Source: an optimization exercise on an open RTL-to-GDS flow (aim: small area). Production flows keep margins and buffers that such runs may drop. In this exercise RTL edits were held to simulation tests only and were not proved equivalent to the original. No driver is modelled on the clock port, so clock power and skew are understated where the tree is cut down; a real chip needs a root buffer or a tree.

==> garnet: inputs <==
==> flow/design.v <==
module I2S_DAC(
   input  clk50M,
   input  rst_n,
   input  Key,
   input  mic_sd,
   output mic_sck,
   output mic_ws,
   output led,
   output mic_out
);
   reg [11:0] c;
   reg [2:0]  m;
   reg        ws;
   wire tog = (c[6:0] == 7'd127) && (m == 3'b100);
   always @(posedge clk50M or negedge rst_n)
      if (!rst_n) begin
         c  <= 12'd0;
         m  <= 3'b000;
         ws <= 1'b0;
      end
      else begin
         c  <= c + 1'b1;
         m  <= {m[1:0], ~(m[2] ^ m[1])};
         ws <= ws ^ tog;
      end
   assign mic_ws = ws;
   wire sck_tog = c[0] && (m == 3'b100);
   reg  sck;
   always @(posedge clk50M or negedge rst_n)
      if (!rst_n)
         sck <= 1'b0;
      else
         sck <= sck ^ sck_tog;
   assign mic_sck = sck;
   wire sh_evt = sck_tog && !sck;
   wire w_set  = sh_evt && (c[7:2] == 6'b110111);
   wire cap    = (c[7:0] == 8'd46) && (m == 3'b000);
   reg w;
   always @(posedge clk50M)
      w <= w_set | (w & ~tog);
   reg [11:0] s;
   always @(posedge clk50M)
      if (sh_evt && !w)
         s <= {s[10:0], mic_sd};
   reg        led_r;
   reg [11:0] p;
   always @(posedge clk50M)
      if (!led_r)
         p <= 12'd0;
      else if (cap)
         p <= s;
   wire [11:0] q = p ^ 12'h800;
   wire [12:0] lt;
   assign lt[0] = 1'b0;
   genvar i;
   generate for (i = 0; i < 12; i = i + 1) begin : g_cmp
      assign lt[i+1] = q[i] ? (~c[i] | lt[i]) : (~c[i] & lt[i]);
   end endgenerate
   assign mic_out = lt[12] | (q == 12'd0);
   reg [1:0] k;
   reg [1:0] r;
   always @(posedge clk50M) begin
      k <= {k[0], Key};
      r <= {r[0], k[1]};
   end
   wire pedge = ~r[1] &  r[0];
   wire nedge =  r[1] & ~r[0];
   reg [1:0]  st;
   localparam [19:0] INV = 20'haaaaa;
   reg  [19:0] y;
   wire [19:0] cnt = y ^ INV;
   wire done = (cnt == 20'hc3af5);    
   wire run  = st[0] & (st[1] ? (done | ~nedge) : (~done & ~pedge));
   wire flag = (st == 2'd0) & cnt[1];
   always @(posedge clk50M or negedge rst_n)
      if (!rst_n)
         st <= 2'd0;
      else
         case (st)
            2'd0: st <= nedge ? 2'd1 : 2'd0;
            2'd1: st <= done ? 2'd2 : 2'd1;
            2'd2: st <= pedge ? 2'd3 : 2'd2;
            2'd3: st <= done ? 2'd0 : (nedge ? 2'd2 : 2'd3);
         endcase
   always @(posedge clk50M) begin
      y    <= (run ? {cnt[18:0], ~(cnt[19] ^ cnt[16])} : 20'd0) ^ INV;
   end
   always @(posedge clk50M or negedge rst_n)
      if (!rst_n)
         led_r <= 1'b0;
      else if (flag)
         led_r <= ~led_r;
   assign led = led_r;
endmodule
==> flow/flow/run.sh <==
#!/bin/bash
set -euo pipefail
W=$PWD
F=$W/flow
{ printf 'proc abc {args} {\n  set i [lsearch -exact $args -script]\n  lset args [expr {$i + 1}] %s\n  set i [lsearch -exact $args -D]\n  if {$i >= 0} { set args [lreplace $args $i [expr {$i + 1}]] }\n  yosys abc {*}$args\n}\n' "$F/area.abc"
  cat "$W/synth_recipe.tcl"; } > "$W/synth_area.tcl"
make -C "$FLOW_HOME" DESIGN_CONFIG="$W/config.mk" WORK_HOME="$W/orfs" CLKGATE_MAP_FILE= \
  SYNTH_SCRIPT="$W/synth_area.tcl" synth > "$W/synth.log" 2>&1
export BUFFER_PORTS_ARGS="-buffer_cell sky130_fd_sc_hd__buf_1"
export CTS_ARGS="-sink_clustering_enable -repair_clock_nets -dont_use_dummy_load -buf_list sky130_fd_sc_hd__clkbuf_4 -sink_clustering_size 30 -sink_clustering_max_diameter 100"
bash "$W/standard.sh" > "$W/layout.log" 2>&1
==> flow/flow/area.abc <==
strash
&get -n
&st
&deepsyn -T 20
&dch -f
&nf -p -R 1000
&put
topo
==> flow/standard.sh <==
#!/bin/bash
# synth_recipe.tcl (not shown) runs the flow's synth.tcl, then flattens the netlist and writes it again
# the make line also repeats each setting of config.mk as NAME=value (left out here)
make -C /OpenROAD-flow-scripts/flow DESIGN_CONFIG=/design/flow/config.mk WORK_HOME=/design/flow/orfs CLKGATE_MAP_FILE= SYNTH_SCRIPT=/design/flow/synth_recipe.tcl "${@:-finish}"
==> flow/config.mk <==
export PLATFORM = sky130hd
export DESIGN_NAME = I2S_DAC
export DESIGN_NICKNAME = I2S_DAC
export VERILOG_FILES = /design/flow/design.v
export SDC_FILE = /design/flow/constraint.sdc
export NUM_CORES = 4
export LEC_CHECK = 0
export ABC_AREA = 1
export CAP_MARGIN = 20
export CORE_MARGIN = 2
export CORE_UTILIZATION = 40
export SLEW_MARGIN = 20
==> flow/constraint.sdc <==
create_clock -name core_clock -period 20.0 [get_ports {clk50M}]
set_input_delay 4.0000 -clock core_clock [delete_from_list [all_inputs] [get_ports {clk50M}]]
set_output_delay 4.0000 -clock core_clock [all_outputs]
set_load 0.01 [all_outputs]
==> tundra (differences from garnet) <==
--- a/flow/design.v
+++ b/flow/design.v
@@ -11,6 +11,7 @@
    reg [11:0] c;
    reg [2:0]  m;
    reg        ws;
+   wire [12:0] c_cy = {c & c_cy[11:0], 1'b1};
    wire tog = (c[6:0] == 7'd127) && (m == 3'b100);
    always @(posedge clk50M or negedge rst_n)
       if (!rst_n) begin
@@ -19,7 +20,7 @@
          ws <= 1'b0;
       end
       else begin
-         c  <= c + 1'b1;
+         c  <= c ^ c_cy[11:0];
          m  <= {m[1:0], ~(m[2] ^ m[1])};
          ws <= ws ^ tog;
       end
@@ -43,20 +44,20 @@
       if (sh_evt && !w)
          s <= {s[10:0], mic_sd};
    reg        led_r;
-   reg [11:0] p;
+   reg [11:0] pn;
    always @(posedge clk50M)
       if (!led_r)
-         p <= 12'd0;
+         pn <= 12'hfff;
       else if (cap)
-         p <= s;
-   wire [11:0] q = p ^ 12'h800;
-   wire [12:0] lt;
-   assign lt[0] = 1'b0;
+         pn <= ~s;
+   wire [11:0] qn = pn ^ 12'h800;
+   wire [12:0] nlt;
+   assign nlt[0] = 1'b1;
    genvar i;
    generate for (i = 0; i < 12; i = i + 1) begin : g_cmp
-      assign lt[i+1] = q[i] ? (~c[i] | lt[i]) : (~c[i] & lt[i]);
+      assign nlt[i+1] = (qn[i] & c[i]) | (nlt[i] & (qn[i] | c[i]));
    end endgenerate
-   assign mic_out = lt[12] | (q == 12'd0);
+   assign mic_out = ~nlt[12] | (qn == 12'hfff);
    reg [1:0] k;
    reg [1:0] r;
    always @(posedge clk50M) begin
@@ -67,11 +68,15 @@
    wire nedge =  r[1] & ~r[0];
    reg [1:0]  st;
    localparam [19:0] INV = 20'haaaaa;
-   reg  [19:0] y;
+   reg  [19:7] y_hi;
+   reg         y_6;
+   reg  [5:0]  y_lo;
+   wire [19:0] y = {y_hi, y_6, y_lo};
    wire [19:0] cnt = y ^ INV;
+   wire [19:0] y_next = (run ? {cnt[18:0], ~(cnt[19] ^ cnt[16])} : 20'd0) ^ INV;
    wire done = (cnt == 20'hc3af5);    
    wire run  = st[0] & (st[1] ? (done | ~nedge) : (~done & ~pedge));
-   wire flag = (st == 2'd0) & cnt[1];
+   wire flag = (st == 2'd0) & cnt[6];
    always @(posedge clk50M or negedge rst_n)
       if (!rst_n)
          st <= 2'd0;
@@ -83,8 +88,14 @@
             2'd3: st <= done ? 2'd0 : (nedge ? 2'd2 : 2'd3);
          endcase
    always @(posedge clk50M) begin
-      y    <= (run ? {cnt[18:0], ~(cnt[19] ^ cnt[16])} : 20'd0) ^ INV;
+      y_hi <= y_next[19:7];
+      y_lo <= y_next[5:0];
    end
+   always @(posedge clk50M or negedge rst_n)
+      if (!rst_n)
+         y_6 <= 1'b0;
+      else
+         y_6 <= y_next[6];
    always @(posedge clk50M or negedge rst_n)
       if (!rst_n)
          led_r <= 1'b0;
--- a/flow/flow/run.sh
+++ b/flow/flow/run.sh
@@ -7,5 +7,7 @@
 make -C "$FLOW_HOME" DESIGN_CONFIG="$W/config.mk" WORK_HOME="$W/orfs" CLKGATE_MAP_FILE= \
   SYNTH_SCRIPT="$W/synth_area.tcl" synth > "$W/synth.log" 2>&1
 export BUFFER_PORTS_ARGS="-buffer_cell sky130_fd_sc_hd__buf_1"
-export CTS_ARGS="-sink_clustering_enable -repair_clock_nets -dont_use_dummy_load -buf_list sky130_fd_sc_hd__clkbuf_4 -sink_clustering_size 30 -sink_clustering_max_diameter 100"
+export PRE_CTS_TCL="$F/cts_manual.tcl"
+export CLK_NBUF=${CLK_NBUF:-4}
+export CLK_BUF=${CLK_BUF:-sky130_fd_sc_hd__clkbuf_8}
 bash "$W/standard.sh" > "$W/layout.log" 2>&1
==> flow/flow/area.abc (replaced) <==
strash
&get -n
&st
&deepsyn -T 60 -S 7
&dch -f
&nf -p -R 1000
&put
topo
==> flow/flow/cts_manual.tcl (new file) <==
# Sourced before CTS (PRE_CTS_TCL). It replaces clock_tree_synthesis with a flat clock tree:
# the clock port drives CLK_NBUF buffers of type CLK_BUF, and each buffer drives the clock pins
# of one group of registers (k-means on their placed locations), placed at the group's centre.
# Every register gets the clock through exactly one buffer, so the clock reaches all registers
# through the same kind of path.
proc clock_tree_synthesis { args } {
  set nbuf $::env(CLK_NBUF)
  set block [ord::get_db_block]
  set db [ord::get_db]
  set master [$db findMaster $::env(CLK_BUF)]
  set port [$block findBTerm clk50M]
  set clk [$port getNet]
  set sinks {}
  foreach it [$clk getITerms] {
    set loc [[$it getInst] getLocation]
    lappend sinks [list $it [lindex $loc 0] [lindex $loc 1]]
  }
  set n [llength $sinks]
  puts "manual cts: $n sinks, $nbuf buffers of $::env(CLK_BUF)"
  # initial centres: sinks sorted by x, split evenly
  set sorted [lsort -integer -index 1 $sinks]
  set centres {}
  for {set k 0} {$k < $nbuf} {incr k} {
    set s [lindex $sorted [expr {int(($k + 0.5) * $n / $nbuf)}]]
    lappend centres [list [lindex $s 1] [lindex $s 2]]
  }
  for {set iter 0} {$iter < 20} {incr iter} {
    set sx [lrepeat $nbuf 0.0]; set sy [lrepeat $nbuf 0.0]; set cnt [lrepeat $nbuf 0]
    set assign {}
    foreach s $sinks {
      set best 0; set bd 1e30
      for {set k 0} {$k < $nbuf} {incr k} {
        set c [lindex $centres $k]
        set d [expr {abs([lindex $s 1] - [lindex $c 0]) + abs([lindex $s 2] - [lindex $c 1])}]
        if {$d < $bd} { set bd $d; set best $k }
      }
      lappend assign $best
      lset sx $best [expr {[lindex $sx $best] + [lindex $s 1]}]
      lset sy $best [expr {[lindex $sy $best] + [lindex $s 2]}]
      lset cnt $best [expr {[lindex $cnt $best] + 1}]
    }
    for {set k 0} {$k < $nbuf} {incr k} {
      if {[lindex $cnt $k] > 0} {
        lset centres $k [list [expr {int([lindex $sx $k] / [lindex $cnt $k])}] [expr {int([lindex $sy $k] / [lindex $cnt $k])}]]
      }
    }
  }
  $clk setSigType CLOCK
  for {set k 0} {$k < $nbuf} {incr k} {
    set inst [odb::dbInst_create $block $master "clkbuf_manual_$k"]
    set net [odb::dbNet_create $block "clknet_manual_$k"]
    $net setSigType CLOCK
    [$inst findITerm A] connect $clk
    [$inst findITerm X] connect $net
    set c [lindex $centres $k]
    $inst setLocation [lindex $c 0] [lindex $c 1]
    $inst setPlacementStatus PLACED
    set members 0
    foreach s $sinks a $assign {
      if {$a == $k} {
        set it [lindex $s 0]
        $it disconnect
        $it connect $net
        incr members
      }
    }
    puts "manual cts: buffer $k at $c drives $members sinks"
  }
  set_propagated_clock [all_clocks]
}
==> juniper (differences from garnet) <==
--- a/flow/design.v
+++ b/flow/design.v
@@ -24,15 +24,42 @@
          ws <= ws ^ tog;
       end
    assign mic_ws = ws;
-   wire sck_tog = c[0] && (m == 3'b100);
-   reg  sck;
-   always @(posedge clk50M or negedge rst_n)
-      if (!rst_n)
-         sck <= 1'b0;
-      else
-         sck <= sck ^ sck_tog;
+   reg sck;
+   always @* begin
+      case ({c[1:0], m})
+         5'b00000: sck = 1'b0;  
+         5'b00001: sck = 1'b0;  
+         5'b00011: sck = 1'b1;  
+         5'b00110: sck = 1'b1;  
+         5'b00101: sck = 1'b0;  
+         5'b00010: sck = 1'b0;  
+         5'b00100: sck = 1'b1;  
+         5'b01000: sck = 1'b1;  
+         5'b01001: sck = 1'b0;  
+         5'b01011: sck = 1'b0;  
+         5'b01110: sck = 1'b1;  
+         5'b01101: sck = 1'b1;  
+         5'b01010: sck = 1'b0;  
+         5'b01100: sck = 1'b0;  
+         5'b10000: sck = 1'b1;  
+         5'b10001: sck = 1'b1;  
+         5'b10011: sck = 1'b0;  
+         5'b10110: sck = 1'b0;  
+         5'b10101: sck = 1'b1;  
+         5'b10010: sck = 1'b1;  
+         5'b10100: sck = 1'b0;  
+         5'b11000: sck = 1'b0;  
+         5'b11001: sck = 1'b1;  
+         5'b11011: sck = 1'b1;  
+         5'b11110: sck = 1'b0;  
+         5'b11101: sck = 1'b0;  
+         5'b11010: sck = 1'b1;  
+         5'b11100: sck = 1'b1;  
+         default: sck = 1'b0;
+      endcase
+   end
    assign mic_sck = sck;
-   wire sh_evt = sck_tog && !sck;
+   wire sh_evt = (c[1:0] == 2'b01) && (m == 3'b100);
    wire w_set  = sh_evt && (c[7:2] == 6'b110111);
    wire cap    = (c[7:0] == 8'd46) && (m == 3'b000);
    reg w;
@@ -49,14 +76,8 @@
          p <= 12'd0;
       else if (cap)
          p <= s;
-   wire [11:0] q = p ^ 12'h800;
-   wire [12:0] lt;
-   assign lt[0] = 1'b0;
-   genvar i;
-   generate for (i = 0; i < 12; i = i + 1) begin : g_cmp
-      assign lt[i+1] = q[i] ? (~c[i] | lt[i]) : (~c[i] & lt[i]);
-   end endgenerate
-   assign mic_out = lt[12] | (q == 12'd0);
+   wire [11:0] d = p + 12'd2047;
+   assign mic_out = (c <= d);
    reg [1:0] k;
    reg [1:0] r;
    always @(posedge clk50M) begin
@@ -66,12 +87,10 @@
    wire pedge = ~r[1] &  r[0];
    wire nedge =  r[1] & ~r[0];
    reg [1:0]  st;
-   localparam [19:0] INV = 20'haaaaa;
-   reg  [19:0] y;
-   wire [19:0] cnt = y ^ INV;
+   reg [19:0] cnt;       
+   reg        flag;
    wire done = (cnt == 20'hc3af5);    
-   wire run  = st[0] & (st[1] ? (done | ~nedge) : (~done & ~pedge));
-   wire flag = (st == 2'd0) & cnt[1];
+   wire run  = st[0] & ~done & ~(st[1] ? nedge : pedge);
    always @(posedge clk50M or negedge rst_n)
       if (!rst_n)
          st <= 2'd0;
@@ -83,7 +102,8 @@
             2'd3: st <= done ? 2'd0 : (nedge ? 2'd2 : 2'd3);
          endcase
    always @(posedge clk50M) begin
-      y    <= (run ? {cnt[18:0], ~(cnt[19] ^ cnt[16])} : 20'd0) ^ INV;
+      cnt  <= run ? {cnt[18:0], ~(cnt[19] ^ cnt[16])} : 20'd0;
+      flag <= (st == 2'd3) & done;
    end
    always @(posedge clk50M or negedge rst_n)
       if (!rst_n)
==> flow/run.sh (new file) <==
#!/bin/bash
# synth_recipe.tcl (not shown) runs the flow's synth.tcl, then flattens the netlist and writes it again
# the make line also repeats each setting of config.mk as NAME=value (left out here)
make -C /OpenROAD-flow-scripts/flow DESIGN_CONFIG=/design/flow/config.mk WORK_HOME=/design/flow/orfs CLKGATE_MAP_FILE= SYNTH_SCRIPT=/design/flow/synth_recipe.tcl finish
- ABC_AREA: 1 -> unset
removed: flow/flow/run.sh
removed: flow/flow/area.abc
removed: flow/standard.sh
==> reports/results.txt <==
Status = timing/DRC/antenna clean
Asr flop ratio synth = 27.54%
Most frequent cells in the layout = dfxtp_1 (38), inv_1 (28), nor3_1 (23)
R2R cell count = 7
Max reg flops = 20
Hold_ws = 330.3 ps
Core area = 7253 um2
The numbers above come from juniper.

==> reports/results.txt <==
R2R cell count = 11
Critical path class = flop to output port
Max reg flops = 13
Hold_ws = 334.9 ps
Core area = 5574 um2
Asr flop ratio synth = 30.43%
Most frequent cells in the layout = dfxtp_1 (36), nor2_1 (26), dfrtp_1 (21)
Status = timing/DRC/antenna clean
The numbers above come from tundra.

==> reports/results.txt <==
Status = timing/DRC/antenna clean
Final nets = 220
R2R cell count = 6
Core area = 5851 um2
Hold_ws = 340.8 ps
Post-synthesis simple-gate area fraction = 13.06%
Max reg flops = 20
Non-Clock Buffer Count = 7
Asr flop ratio synth = 28.99%
#MultiIn Comb = 112
Type of origin of the critical path = flop
Sequential cells = 69
Most frequent cells in the layout = dfxtp_1 (37), dfrtp_1 (20), nand2_1 (18)
The numbers above come from garnet.

In tundra the design's own scripts or RTL, not TritonCTS, make the clock network.

static timing again, ports no longer ideal:
The flow's constraints put no driver on any port. The routed layouts listed below were extracted and timed again, unchanged, in two steps. Step 1, drivers: a clkbuf_16 drives clk50M and a buf_2 each remaining input, both assumed. Step 2 also shifts input and output timing later by t, the mid clock arrival at the registers, as if the neighbouring blocks saw the same clock. Three values: no drivers, after step 1, after step 2; two values: the first two.
run	t, ns	setup slack, ns	worst hold slack (ns)	worst setup path at the end	cell pins on the clock port's net
garnet	0.410	12.811 / 12.786 / 13.196	0.341 / 0.341 / 0.341	register to output	1
tundra	0.212	14.050 / 13.996 / 14.208	0.335 / 0.335 / 0.335	register to output	4
juniper	0.361	12.666 / 12.639 / 13.000	0.330 / 0.330 / 0.330	register to output	1
After both steps every run listed still meets setup and hold.
